This is an optimization exercise on Yosys and OpenROAD, whose aim is small area, not a production implementation.
At most, simulation tests tie the RTL to the original design; equivalence was not proved.
The RTL of run 1 was laid out without a check of its function.

==> flow/design.v, too long to show whole: its modules and the start of the top module <==
// module cordic_sin_cos: 2400 lines
// module cordic_dds: 173 lines
module cordic_dds (
  input             clk,
  input             rst_n,
  input             cfg_vld,
  input      [31:0] cfg_freq_word,
  input      [31:0] cfg_phase_word,
  output reg        sig_vld_o,
  output     [15:0] sin_o,
  output     [15:0] cos_o
);
  // ...
==> flow/run.sh <==
#!/bin/bash
# synth_recipe.tcl (not shown) runs the flow's synth.tcl, then flattens the netlist and writes it again
# the make line also repeats each setting of config.mk as NAME=value (left out here)
make -C /OpenROAD-flow-scripts/flow DESIGN_CONFIG=/design/flow/config.mk WORK_HOME=/design/flow/orfs CLKGATE_MAP_FILE= SYNTH_SCRIPT=/design/flow/synth_recipe.tcl finish
==> flow/config.mk <==
export PLATFORM = sky130hd
export DESIGN_NAME = cordic_dds
export DESIGN_NICKNAME = cordic_dds
export VERILOG_FILES = /design/flow/design.v
export SDC_FILE = /design/flow/constraint.sdc
export NUM_CORES = 4
export LEC_CHECK = 0
export CAP_MARGIN = 20
export CORE_MARGIN = 2
export CORE_UTILIZATION = 40
export CTS_BUF_LIST = sky130_fd_sc_hd__clkbuf_2 sky130_fd_sc_hd__clkbuf_4 sky130_fd_sc_hd__clkbuf_8
export CTS_CLUSTER_SIZE = 20
export SLEW_MARGIN = 20
==> flow/constraint.sdc <==
create_clock -name core_clock -period 5.0 [get_ports {clk}]
set_input_delay 1.0000 -clock core_clock [delete_from_list [all_inputs] [get_ports {clk}]]
set_output_delay 1.0000 -clock core_clock [all_outputs]
set_load 0.01 [all_outputs]
==> flow_metrics.tcl, run 1 <==
set metrics [dict create \
    netlist_area_sq_um 42470 \
    wl_per_cell_um 16.04 \
    relSlewSlack_pct 33.18 \
    cp-end-kind "register" \
    start_util_pct 40.35 \
    yosysSeqAreaShare_pct 35.41 \
    antenna_found_initial 3 \
    synth_top_family_by_area "adder cells" \
    dp_hpwl_um 68520 \
    worstSetupPathType "reg -> reg" \
    synth_cells 3939 \
    clk_latency_ns 0.80 \
    multi_input_cells 2441 \
    fin_cells 5583 \
    critPathRequiredTime_ns 5.73 \
    grt_pass1_wl_um 147300 \
    setup_ws_ns 0.6745 \
    path_depth 11 \
    fin_crit_ns 4.326 \
    grt.overflow.total 0 \
    fmax_ghz 0.2312 \
    synth_area_per_cell_sq_um 10.78 \
    grt_setup_unrepaired "false" \
    cts_hold_buf 0 \
    cts_sinks 733 \
    ff2ff_setup_slack_ns 0.67 \
    multi_input_area_share_pct 50.99 \
    synth_compound_area_share_pct 8.626 \
    clk_path_buf_depth 3 \
    ant_nets 0 \
    synth_fp_nets 4667 \
    synth_xor_area_share_pct 11.42 \
    cts_tree "done" \
    synth_seq_cells 733 \
    met1Wirelength_um 35960 \
    status "finished clean" \
    routed_wirelength_um 89570 \
]
==> run 2, diff against run 1 <==
--- a/flow/design.v
+++ b/flow/design.v
@@ -5,17 +5,91 @@
   output [15:0] sin_o
 );
   reg        s_r1;
   reg [18:0] z_0;
   always @(posedge clk) begin
     s_r1 <= angle[19] ^ angle[18];
     z_0  <= angle[18:0];
   end
-  wire [17:0] zn_1 = {~z_0[17], z_0[16:0]};
+  wire [17:0] zn_1;
+  wire [5:0] zn_1_k0;
+  wire [4:0] zn_1_s0;
+  assign zn_1_k0[0] = ~z_0[18];
+  assign zn_1_s0[0] = z_0[0] ^ ~z_0[18] ^ zn_1_k0[0];
+  assign zn_1_k0[1] = (z_0[0] & ~z_0[18]) | (zn_1_k0[0] & (z_0[0] ^ ~z_0[18]));
+  assign zn_1_s0[1] = z_0[1] ^ ~z_0[18] ^ zn_1_k0[1];
+  assign zn_1_k0[2] = (z_0[1] & ~z_0[18]) | (zn_1_k0[1] & (z_0[1] ^ ~z_0[18]));
+  assign zn_1_s0[2] = z_0[2] ^ ~z_0[18] ^ zn_1_k0[2];
+  assign zn_1_k0[3] = (z_0[2] & ~z_0[18]) | (zn_1_k0[2] & (z_0[2] ^ ~z_0[18]));
+  assign zn_1_s0[3] = z_0[3] ^ ~z_0[18] ^ zn_1_k0[3];
+  assign zn_1_k0[4] = (z_0[3] & ~z_0[18]) | (zn_1_k0[3] & (z_0[3] ^ ~z_0[18]));
+  assign zn_1_s0[4] = z_0[4] ^ ~z_0[18] ^ zn_1_k0[4];
+  assign zn_1_k0[5] = (z_0[4] & ~z_0[18]) | (zn_1_k0[4] & (z_0[4] ^ ~z_0[18]));
+  assign zn_1[4:0] = zn_1_s0;
+  wire zn_1_c0 = zn_1_k0[5];
+  wire [5:0] zn_1_k1;
+  wire [4:0] zn_1_s1;
+  assign zn_1_k1[0] = 1'b0;
+  assign zn_1_s1[0] = z_0[5] ^ ~z_0[18] ^ zn_1_k1[0];
+  assign zn_1_k1[1] = (z_0[5] & ~z_0[18]) | (zn_1_k1[0] & (z_0[5] ^ ~z_0[18]));
+  assign zn_1_s1[1] = z_0[6] ^ ~z_0[18] ^ zn_1_k1[1];
+  assign zn_1_k1[2] = (z_0[6] & ~z_0[18]) | (zn_1_k1[1] & (z_0[6] ^ ~z_0[18]));
+  assign zn_1_s1[2] = z_0[7] ^ ~z_0[18] ^ zn_1_k1[2];
+  assign zn_1_k1[3] = (z_0[7] & ~z_0[18]) | (zn_1_k1[2] & (z_0[7] ^ ~z_0[18]));
+  assign zn_1_s1[3] = z_0[8] ^ ~z_0[18] ^ zn_1_k1[3];
+  assign zn_1_k1[4] = (z_0[8] & ~z_0[18]) | (zn_1_k1[3] & (z_0[8] ^ ~z_0[18]));
+  assign zn_1_s1[4] = z_0[9] ^ ~z_0[18] ^ zn_1_k1[4];
+  assign zn_1_k1[5] = (z_0[9] & ~z_0[18]) | (zn_1_k1[4] & (z_0[9] ^ ~z_0[18]));
+  wire [5:0] zn_1_p1;
+  assign zn_1_p1[0] = 1'b1;
+  assign zn_1_p1[1] = zn_1_p1[0] & zn_1_s1[0];
+  assign zn_1_p1[2] = zn_1_p1[1] & zn_1_s1[1];
+  assign zn_1_p1[3] = zn_1_p1[2] & zn_1_s1[2];
+  assign zn_1_p1[4] = zn_1_p1[3] & zn_1_s1[3];
+  assign zn_1_p1[5] = zn_1_p1[4] & zn_1_s1[4];
+  assign zn_1[9:5] = zn_1_s1 ^ (zn_1_p1[4:0] & {5{zn_1_c0}});
+  wire zn_1_c1 = zn_1_k1[5] | (zn_1_c0 & zn_1_p1[5]);
+  wire [5:0] zn_1_k2;
+  wire [4:0] zn_1_s2;
+  assign zn_1_k2[0] = 1'b0;
+  assign zn_1_s2[0] = z_0[10] ^ ~z_0[18] ^ zn_1_k2[0];
+  assign zn_1_k2[1] = (z_0[10] & ~z_0[18]) | (zn_1_k2[0] & (z_0[10] ^ ~z_0[18]));
+  assign zn_1_s2[1] = z_0[11] ^ ~z_0[18] ^ zn_1_k2[1];
+  assign zn_1_k2[2] = (z_0[11] & ~z_0[18]) | (zn_1_k2[1] & (z_0[11] ^ ~z_0[18]));
+  assign zn_1_s2[2] = z_0[12] ^ ~z_0[18] ^ zn_1_k2[2];
+  assign zn_1_k2[3] = (z_0[12] & ~z_0[18]) | (zn_1_k2[2] & (z_0[12] ^ ~z_0[18]));
+  assign zn_1_s2[3] = z_0[13] ^ ~z_0[18] ^ zn_1_k2[3];
+  assign zn_1_k2[4] = (z_0[13] & ~z_0[18]) | (zn_1_k2[3] & (z_0[13] ^ ~z_0[18]));
+  assign zn_1_s2[4] = z_0[14] ^ ~z_0[18] ^ zn_1_k2[4];
+  assign zn_1_k2[5] = (z_0[14] & ~z_0[18]) | (zn_1_k2[4] & (z_0[14] ^ ~z_0[18]));
+  wire [5:0] zn_1_p2;
+  assign zn_1_p2[0] = 1'b1;
+  assign zn_1_p2[1] = zn_1_p2[0] & zn_1_s2[0];
+  assign zn_1_p2[2] = zn_1_p2[1] & zn_1_s2[1];
+  assign zn_1_p2[3] = zn_1_p2[2] & zn_1_s2[2];
+  assign zn_1_p2[4] = zn_1_p2[3] & zn_1_s2[3];
+  assign zn_1_p2[5] = zn_1_p2[4] & zn_1_s2[4];
+  assign zn_1[14:10] = zn_1_s2 ^ (zn_1_p2[4:0] & {5{zn_1_c1}});
+  wire zn_1_c2 = zn_1_k2[5] | (zn_1_c1 & zn_1_p2[5]);
+  wire [3:0] zn_1_k3;
+  wire [2:0] zn_1_s3;
+  assign zn_1_k3[0] = 1'b0;
+  assign zn_1_s3[0] = z_0[15] ^ ~z_0[18] ^ zn_1_k3[0];
+  assign zn_1_k3[1] = (z_0[15] & ~z_0[18]) | (zn_1_k3[0] & (z_0[15] ^ ~z_0[18]));
+  assign zn_1_s3[1] = z_0[16] ^ ~z_0[18] ^ zn_1_k3[1];
+  assign zn_1_k3[2] = (z_0[16] & ~z_0[18]) | (zn_1_k3[1] & (z_0[16] ^ ~z_0[18]));
+  assign zn_1_s3[2] = z_0[17] ^ z_0[18] ^ zn_1_k3[2];
+  assign zn_1_k3[3] = (z_0[17] & z_0[18]) | (zn_1_k3[2] & (z_0[17] ^ z_0[18]));
+  wire [3:0] zn_1_p3;
+  assign zn_1_p3[0] = 1'b1;
+  assign zn_1_p3[1] = zn_1_p3[0] & zn_1_s3[0];
+  assign zn_1_p3[2] = zn_1_p3[1] & zn_1_s3[1];
+  assign zn_1_p3[3] = zn_1_p3[2] & zn_1_s3[2];
+  assign zn_1[17:15] = zn_1_s3 ^ (zn_1_p3[2:0] & {3{zn_1_c2}});
   reg [17:0] z_1;
   reg d_1_r2;
   always @(posedge clk) begin z_1 <= zn_1; d_1_r2 <= z_0[18]; end
   wire [17:0] zn_2;
   wire [5:0] zn_2_k0;
   wire [4:0] zn_2_s0;
   assign zn_2_k0[0] = ~z_1[17];
   assign zn_2_s0[0] = z_1[0] ^ ~z_1[17] ^ zn_2_k0[0];
==> flow/config.mk (replaced) <==
export PLATFORM = sky130hd
export DESIGN_NAME = cordic_dds
export DESIGN_NICKNAME = cordic_dds
export VERILOG_FILES = /design/flow/design.v
export SDC_FILE = /design/flow/constraint.sdc
export NUM_CORES = 4
export LEC_CHECK = 0
export CAP_MARGIN = 20
export CORE_MARGIN = 2
export CORE_UTILIZATION = 40
export SLEW_MARGIN = 20
==> run 2 against run 1 <==
Global-route usage down 0.39 points. Via count grew 1.3%. Hold slack improved by 0.036 ns. Maximum frequency decreased by 2.0%. Area after synthesis up 0.97%. Non-clock buffer count up 14. Final cell count rose by 0.38%. Largest cell class unchanged. Highest routed layer unchanged.
==> flow_metrics.tcl, run 2 <==
set metrics [dict create \
    fp.dieArea_sq_um 109800 \
    wl_per_cell_um 16.22 \
    setup_ws_ns 0.5847 \
    antenna_found_initial 1 \
    status "finished clean" \
    relSlewSlack_pct 35.33 \
    crit_top_cell "fa_1" \
    cp.arrival_ns 4.97 \
    synth_flop_cell "dfxtp_1" \
    slowest_delay_ns 0.89 \
    clk_path_buf_depth 3 \
    post_cts_buffers 0 \
    grt_pass1_vias 28180 \
    worst_hold_slack_ns 0.3200 \
    crit_slowest_cell "dfxtp_1" \
    final_common_cell "dfxtp_1" \
    via_per_inst 4.858 \
    reg2regPathDepth 9 \
    synth_seq_cells 733 \
    synth_area_per_cell_sq_um 10.68 \
    start_kind "register" \
    grt_max_degree 56 \
    fp.dieW_um 331.4 \
    cts-buffers-inserted 82 \
    synth_top_area_cell "dfxtp_1" \
    placed_cell_area_sq_um 45620 \
    ant_nets 0 \
    worstHoldPathCells 0 \
    fmax_ghz 0.2265 \
    worstSetupPathType "reg -> reg" \
    hold_viol 0 \
    grt_setup_unrepaired "false" \
    num_rows 120 \
    die_y_um 331.4 \
    cts_root_buf "clkbuf_16" \
    ys_top_cells_by_count "dfxtp_1, inv_1, fa_1" \
    io_pins 100 \
    clk_latency_ns 0.65 \
    start_util_pct 40.17 \
    htree_levels 3 \
    setup_tns_ns 0 \
    area_growth_pct 13.11 \
    routed_wirelength_um 90910 \
    synth_edf_count 0 \
    synth_fp_nets 4766 \
    synth_top_cell_area_share_pct 30.95 \
    netlist_area_sq_um 42880 \
    cts_sinks 733 \
    drt_pass1_iterations 6 \
    tightest_slew_ns 0.9700 \
    ys_async_sr_fraction_pct 9.550 \
    gp_congestion 0.9569 \
    fill_cells 10000 \
    drv_slew 0 \
    ctsResizeCount 0 \
    final_cell_area_sq_um 48510 \
    grt_pass1_wl_um 149200 \
    yosysMostFrequentCell "dfxtp_1" \
    fin_crit_ns 4.415 \
    setup_violations 0 \
    fin_skew_ns 0.04557 \
    yosysSeqAreaShare_pct 35.07 \
    cp_max_fo 18 \
    diodes 0 \
    drive_gt1_share_pct 7.046 \
    path_cells "xor2_1 -> inv_1 -> fa_1 -> fa_1 -> fa_1 -> or4_1 -> o22a_1 -> nor3b_1 -> xnor2_1" \
    nNetsFinal 4883 \
    ys_warn_count 2 \
    fin_crit_sh_pct 88.31 \
    clk_pin_slew_worst_paths_ns 0.06 \
    synth_cell_type_count 88 \
    cts_tree "done" \
    synth_cells 4017 \
    drc 0 \
    dp_slack_ns 0.5602 \
    layout_common_cells "dfxtp_1, inv_1, fa_1" \
    io_buffer_count 99 \
    critPathRequiredTime_ns 5.55 \
    cts_hold_buf 0 \
    grt.overflow.total 0 \
    num_vias 27230 \
    drt_iter0_drc 1914 \
    grt_use_total_pct 16.83 \
    drv_cap 0 \
    largestRegisters "add_freq_wd x32, phase_accum x32" \
    cp-end-kind "register" \
    synth.top_cells.by_area "dfxtp_1, fa_1, xor2_1" \
    core-area_sq_um 106800 \
    dp_hpwl_um 70670 \
    hold_path_class "reg -> reg" \
]
## run 2: changes by cell type in the layout (fill, tap and decap cells not counted), sizes merged, moves of 20 or more
cell / previous run / this run
o21ai: 127 / 162
xnor2: 248 / 216
o21a: 39 / 14
clkbuf: 194 / 124
xor2: 306 / 360
nor3b: 8 / 29
and2: 8 / 31
or3: 2 / 22
nor3: 57 / 24
## run 2: logic make-up after synthesis
logic type | share of synthesized area, %
buf+inv | 6.719
flops | 35.07
fa+ha+maj | 27.62
simple gates | 7.965
xor+xnor | 11.76
compound gates | 8.817
mux | 2.051
## run 2: stage by stage
step / util (%) / instances
finish: 45.44 / 5604
global route: 45.44 / 5604
CTS: 45.44 / 5604
detailed placement: 42.73 / 5453
global placement: 42.73 / 5453
floorplan: - / 4017
## run 2: final cells by class
type | instances | area [sq um] | area share [%]
multi-input combinational | 2529 | 24970 | 51.48
sequential | 733 | 15050 | 31.03
clock inverter | 27 | 386.6 | 0.7970
tap | 1403 | 1755 | 3.619
timing repair buffer | 171 | 1521 | 3.137
inverter | 617 | 2316 | 4.775
clock buffer | 124 | 2504 | 5.161
## run 2: per-layer routing
metal | track usage (%) | up-vias | share of wire [%]
met4 | 6.742 | 0 | 3.9
met3 | 3.075 | 214 | 5.4
met2 | 29.42 | 691 | 50
li1 | - | 13240 | -
met1 | 20.44 | 13090 | 41
met5 | 0 | - | 0
## run 2: final timing paths
| path | slack (ns) | to | from |
|---|---|---|---|
| hold reg to reg | 0.32 | u_cordic.d_1_r4 | u_cordic.d_1_r3 |
| hold / removal | 0.32 | u_cordic.d_1_r4 | u_cordic.d_1_r3 |
| min in group asynchronous | 0.52 | add_freq_wd[26] | rst_n |
| setup reg to reg | 0.58 | u_cordic.y_9[19] | u_cordic.d_9_r10 |
| max in group asynchronous | 3.50 | add_freq_wd[12] | rst_n |
| setup / recovery | 0.58 | u_cordic.y_9[19] | u_cordic.d_9_r10 |
## run 2: worst max-delay path, delay by kind of cell, from the launching register on
kind	cells	cell delay [ns]
compound gates	1	0.24
xor+xnor	2	0.72
simple gates	2	0.76
fa+ha+maj	3	1.44
flops	1	0.89
buf+inv	1	0.29

-- separate check: timing with driven ports --
Ports are ideal in the flow. The routed layouts listed here were re-timed in OpenROAD. Step 1 (the two cells are an assumption about what drives the block):
set clk [get_ports {clk}]
set_driving_cell -lib_cell sky130_fd_sc_hd__clkbuf_16 $clk
set_driving_cell -lib_cell sky130_fd_sc_hd__buf_2 [delete_from_list [all_inputs] $clk]
Step 2 also shifts input and output timing later by t, the mid clock arrival at the registers, as if the neighbouring blocks saw the same clock. Three values: no drivers, after step 1, after step 2; two values: the first two.
run	t, ns	setup slack, ns	worst data-port slew with drivers (ns)	cell pins on the clock port's net
run 1	0.847	0.674 / 0.674 / 0.674	0.06	1
run 2	0.693	0.585 / 0.585 / 0.585	0.07	1
After both steps setup and hold are still met in every run listed.
